Background: an optimization exercise with open tools, aiming at small area. Do not read the settings as production practice. At most, simulation tests tie the RTL to the original design; equivalence was not proved.

==> v3 <==
// scrolling_avalon_interface
module scrolling_avalon_interface (clock, resetn, write, writedata, read, readdata, byteenable, chipselect, val_out);
Settings: LEC_CHECK=0, CAP_MARGIN=20, CORE_MARGIN=2, CORE_UTILIZATION=40, CTS_BUF_LIST=sky130_fd_sc_hd__clkbuf_4, SLEW_MARGIN=20, SYNTH_HIERARCHICAL=1, SYNTH_MINIMUM_KEEP_SIZE=0; clock period 10.0 ns.
standard.sh (not shown) runs the stock make flow with config.mk's settings and CLKGATE_MAP_FILE= SYNTH_SCRIPT=/design/flow/synth_recipe.tcl, a recipe that flattens the netlist after the stock synthesis.
==> flow/flow/run.sh <==
#!/bin/bash
# Standard layout with plain buf_1 cells as the port buffers and a clock tree
# of clkbuf_4 cells without dummy loads.
set -euo pipefail
bash standard.sh finish "BUFFER_PORTS_ARGS=-buffer_cell sky130_fd_sc_hd__buf_1" \
  "CTS_ARGS=-sink_clustering_enable -repair_clock_nets -buf_list sky130_fd_sc_hd__clkbuf_4 -dont_use_dummy_load" \
  > standard.log 2>&1
==> v6: changes against v3 <==
--- a/flow/design.v
+++ b/flow/design.v
@@ -292,89 +292,74 @@
 	fa fa89 (.a(w168), .b(w169), .c(w119), .s(w217), .y(w218));
 	wire w219, w220;
 	fa fa90 (.a(w170), .b(w171), .c(w123), .s(w219), .y(w220));
 	wire w221, w222;
 	fa fa91 (.a(w172), .b(w173), .c(w127), .s(w221), .y(w222));
 	wire w223, w224;
-	fa fa92 (.a(s[2]), .b(s[0]), .c(s[1]), .s(w223), .y(w224));
+	fa fa92 (.a(w198), .b(w199), .c(ch[16]), .s(w223), .y(w224));
 	wire w225, w226;
-	fa fa93 (.a(~s[3]), .b(s[1]), .c(w224), .s(w225), .y(w226));
+	fa fa93 (.a(w200), .b(w201), .c(ch[17]), .s(w225), .y(w226));
 	wire w227, w228;
-	fa fa94 (.a(s[3]), .b(w175), .c(w226), .s(w227), .y(w228));
+	fa fa94 (.a(w202), .b(w203), .c(ch[18]), .s(w227), .y(w228));
 	wire w229, w230;
-	fa fa95 (.a(w176), .b(w177), .c(w228), .s(w229), .y(w230));
+	fa fa95 (.a(w204), .b(w205), .c(ch[19]), .s(w229), .y(w230));
 	wire w231, w232;
-	fa fa96 (.a(w178), .b(w179), .c(w230), .s(w231), .y(w232));
+	fa fa96 (.a(w206), .b(w207), .c(ch[20]), .s(w231), .y(w232));
 	wire w233, w234;
-	fa fa97 (.a(w180), .b(w181), .c(w232), .s(w233), .y(w234));
+	fa fa97 (.a(w208), .b(w209), .c(ch[21]), .s(w233), .y(w234));
 	wire w235, w236;
-	fa fa98 (.a(w182), .b(w183), .c(w234), .s(w235), .y(w236));
+	fa fa98 (.a(w210), .b(w211), .c(ch[22]), .s(w235), .y(w236));
 	wire w237, w238;
-	fa fa99 (.a(w184), .b(w185), .c(w236), .s(w237), .y(w238));
+	fa fa99 (.a(w212), .b(w213), .c(ch[23]), .s(w237), .y(w238));
 	wire w239, w240;
-	fa fa100 (.a(w186), .b(w187), .c(w238), .s(w239), .y(w240));
+	fa fa100 (.a(w214), .b(w215), .c(ch[24]), .s(w239), .y(w240));
 	wire w241, w242;
-	fa fa101 (.a(w188), .b(w189), .c(w240), .s(w241), .y(w242));
+	fa fa101 (.a(w216), .b(w217), .c(ch[25]), .s(w241), .y(w242));
 	wire w243, w244;
-	fa fa102 (.a(w190), .b(w191), .c(w242), .s(w243), .y(w244));
+	fa fa102 (.a(w218), .b(w219), .c(ch[26]), .s(w243), .y(w244));
 	wire w245, w246;
-	fa fa103 (.a(w192), .b(w193), .c(w244), .s(w245), .y(w246));
-	wire w247, w248;
-	fa fa104 (.a(w194), .b(w195), .c(w246), .s(w247), .y(w248));
-	wire w249, w250;
-	fa fa105 (.a(w196), .b(w197), .c(w248), .s(w249), .y(w250));
-	wire w251, w252;
-	fa fa106 (.a(w198), .b(w199), .c(ch[16]), .s(w251), .y(w252));
-	wire w253, w254;
-	fa fa107 (.a(w200), .b(w201), .c(ch[17]), .s(w253), .y(w254));
-	wire w255, w256;
-	fa fa108 (.a(w202), .b(w203), .c(ch[18]), .s(w255), .y(w256));
-	wire w257, w258;
-	fa fa109 (.a(w204), .b(w205), .c(ch[19]), .s(w257), .y(w258));
-	wire w259, w260;
-	fa fa110 (.a(w206), .b(w207), .c(ch[20]), .s(w259), .y(w260));
-	wire w261, w262;
-	fa fa111 (.a(w208), .b(w209), .c(ch[21]), .s(w261), .y(w262));
-	wire w263, w264;
-	fa fa112 (.a(w210), .b(w211), .c(ch[22]), .s(w263), .y(w264));
-	wire w265, w266;
-	fa fa113 (.a(w212), .b(w213), .c(ch[23]), .s(w265), .y(w266));
-	wire w267, w268;
-	fa fa114 (.a(w214), .b(w215), .c(ch[24]), .s(w267), .y(w268));
-	wire w269, w270;
-	fa fa115 (.a(w216), .b(w217), .c(ch[25]), .s(w269), .y(w270));
-	wire w271, w272;
-	fa fa116 (.a(w218), .b(w219), .c(ch[26]), .s(w271), .y(w272));
-	wire w273, w274;
-	fa fa117 (.a(w220), .b(w221), .c(ch[27]), .s(w273), .y(w274));
+	fa fa103 (.a(w220), .b(w221), .c(ch[27]), .s(w245), .y(w246));
 	wire [27:0] x = {w220, w218, w216, w214, w212, w210, w208, w206, w204, w202, w200, w198, w196, w194, w192, w190, w188, w186, w184, w182, w180, w178, w176, s[3], ~s[3], s[2], 1'b1, s[0]};
 	wire [27:0] y = {w221, w219, w217, w215, w213, w211, w209, w207, w205, w203, w201, w199, w197, w195, w193, w191, w189, w187, w185, w183, w181, w179, w177, w175, s[1], s[0], s[1], 1'b0};
-	wire [15:0] tn = {w249, w247, w245, w243, w241, w239, w237, w235, w233, w231, w229, w227, w225, w223, ~s[1], s[0]};
-	wire cc = w250;
-	wire cf;
+	wire [15:0] tn;
+	wire cc, cf;
+	rca #(.N(16)) lo (.x(x[15:0]), .y(y[15:0]), .ci(1'b0), .s(tn), .co(cc));
 	wire [16:0] cl;
 	assign cl[0] = 1'b1;
 	genvar i;
 	generate for (i = 0; i < 16; i = i + 1) begin : cmp
 		assign cl[i+1] = (tn[i] & ch[i]) | (cl[i] & (tn[i] | ch[i]));
 	end endgenerate
 	assign cf = cl[16];
-	wire [11:0] u = {w273, w271, w269, w267, w265, w263, w261, w259, w257, w255, w253, w251};
-	wire [12:0] v = {w274, w272, w270, w268, w266, w264, w262, w260, w258, w256, w254, w252, 1'b0};
+	wire [11:0] u = {w245, w243, w241, w239, w237, w235, w233, w231, w229, w227, w225, w223};
+	wire [12:0] v = {w246, w244, w242, w240, w238, w236, w234, w232, w230, w228, w226, w224, 1'b0};
 	wire [12:0] ce, cg;
 	assign ce[0] = cc;
 	assign cg[1] = (u[0] & cc) | (u[0] & cf) | (cc & cf);
 	assign cg[0] = 1'b0;
 	generate for (i = 0; i < 12; i = i + 1) begin : hi
 		assign ce[i+1] = (x[16+i] & y[16+i]) | (ce[i] & (x[16+i] | y[16+i]));
 		if (i > 0) begin : g
 			assign cg[i+1] = (u[i] & v[i]) | (cg[i] & (u[i] | v[i]));
 		end
 	end endgenerate
 	assign below = ce[12] ? (v[12] ^ cg[12]) : ~(v[12] | cg[12]);
 endmodule
+module rca #(parameter N = 4) (x, y, ci, s, co);
+	input [N-1:0] x, y;
+	input ci;
+	output [N-1:0] s;
+	output co;
+	wire [N:0] c;
+	assign c[0] = ci;
+	genvar i;
+	generate for (i = 0; i < N; i = i + 1) begin : b
+		fa f (.a(x[i]), .b(y[i]), .c(c[i]), .s(s[i]), .y(c[i+1]));
+	end endgenerate
+	assign co = c[N];
+endmodule
 module fa (a, b, c, s, y);
 	input a, b, c;
 	output s, y;
 	assign s = a ^ b ^ c;
 	assign y = (a & b) | (c & (a ^ b));
 endmodule
==> flow/flow/run.sh (replaced) <==
#!/bin/bash
# Standard layout, with plain buf_1 cells as the port buffers.
set -euo pipefail
bash standard.sh finish "BUFFER_PORTS_ARGS=-buffer_cell sky130_fd_sc_hd__buf_1" > standard.log 2>&1
==> comparison table <==
Run status: v6 complete, no violations; v3 complete, no violations
Die ar.: v6 16900 um2; v3 17100 um2
Total placed cells including tap cells: v6 761; v3 777
Gate count after technology mapping: v6 516; v3 533
Area growth from synthesis to layout: v6 4.77%; v3 3.23%
Iteration-0 DRC count of the detailed router: v6 123; v3 133
Routed WL per cell: v6 14.8 um; v3 15.1 um
Met3 wire len: v6 481 um; v3 443 um
Setup crit start: v6 U1.speed[1]; v3 U1.speed[2]
Wire length of the first global-routing pass: v6 18.8 mm; v3 19.5 mm
Core ar.: v6 15700 um2; v3 15800 um2
Number of gates on the worst path with buffers counted: v6 27; v3 25
Horizontal die dimension: v6 130 um; v3 131 um
Cell area after placement: v6 6500 um2; v3 6580 um2
Met2 track demand over resource in global routing: v6 26.1%; v3 26.7%
Clk pin slew, worst setup/hold paths: v6 110 ps; v3 100 ps
For v3, only the layout was checked, not whether the RTL still works.

-- what the ideal ports hide --
Ports are ideal in the flow. The routed layouts listed here were re-timed in OpenROAD.
Step 1 assumes that a clkbuf_16 drives the clock port and a buf_2 every other input.
Step 2, shift: input delay + t, output delay - t, t = (earliest + latest rising clock arrival at the registers) / 2. This alone moves slack from input paths to output paths.
a / b / c = no drivers / after step 1 / after step 2; a / b = the first two.
| run | t, ns | slack for setup (ns) | worst hold slack (ns) | worst slew at a driven data input, ns |
|---|---|---|---|---|
| v3 | 0.460 | 1.475 / 1.475 / 1.475 | 0.425 / 0.425 / 0.425 | 0.04 |
| v6 | 0.466 | 1.073 / 1.073 / 1.073 | 0.437 / 0.437 / 0.437 | 0.04 |
After both steps setup and hold are still met in every run listed.
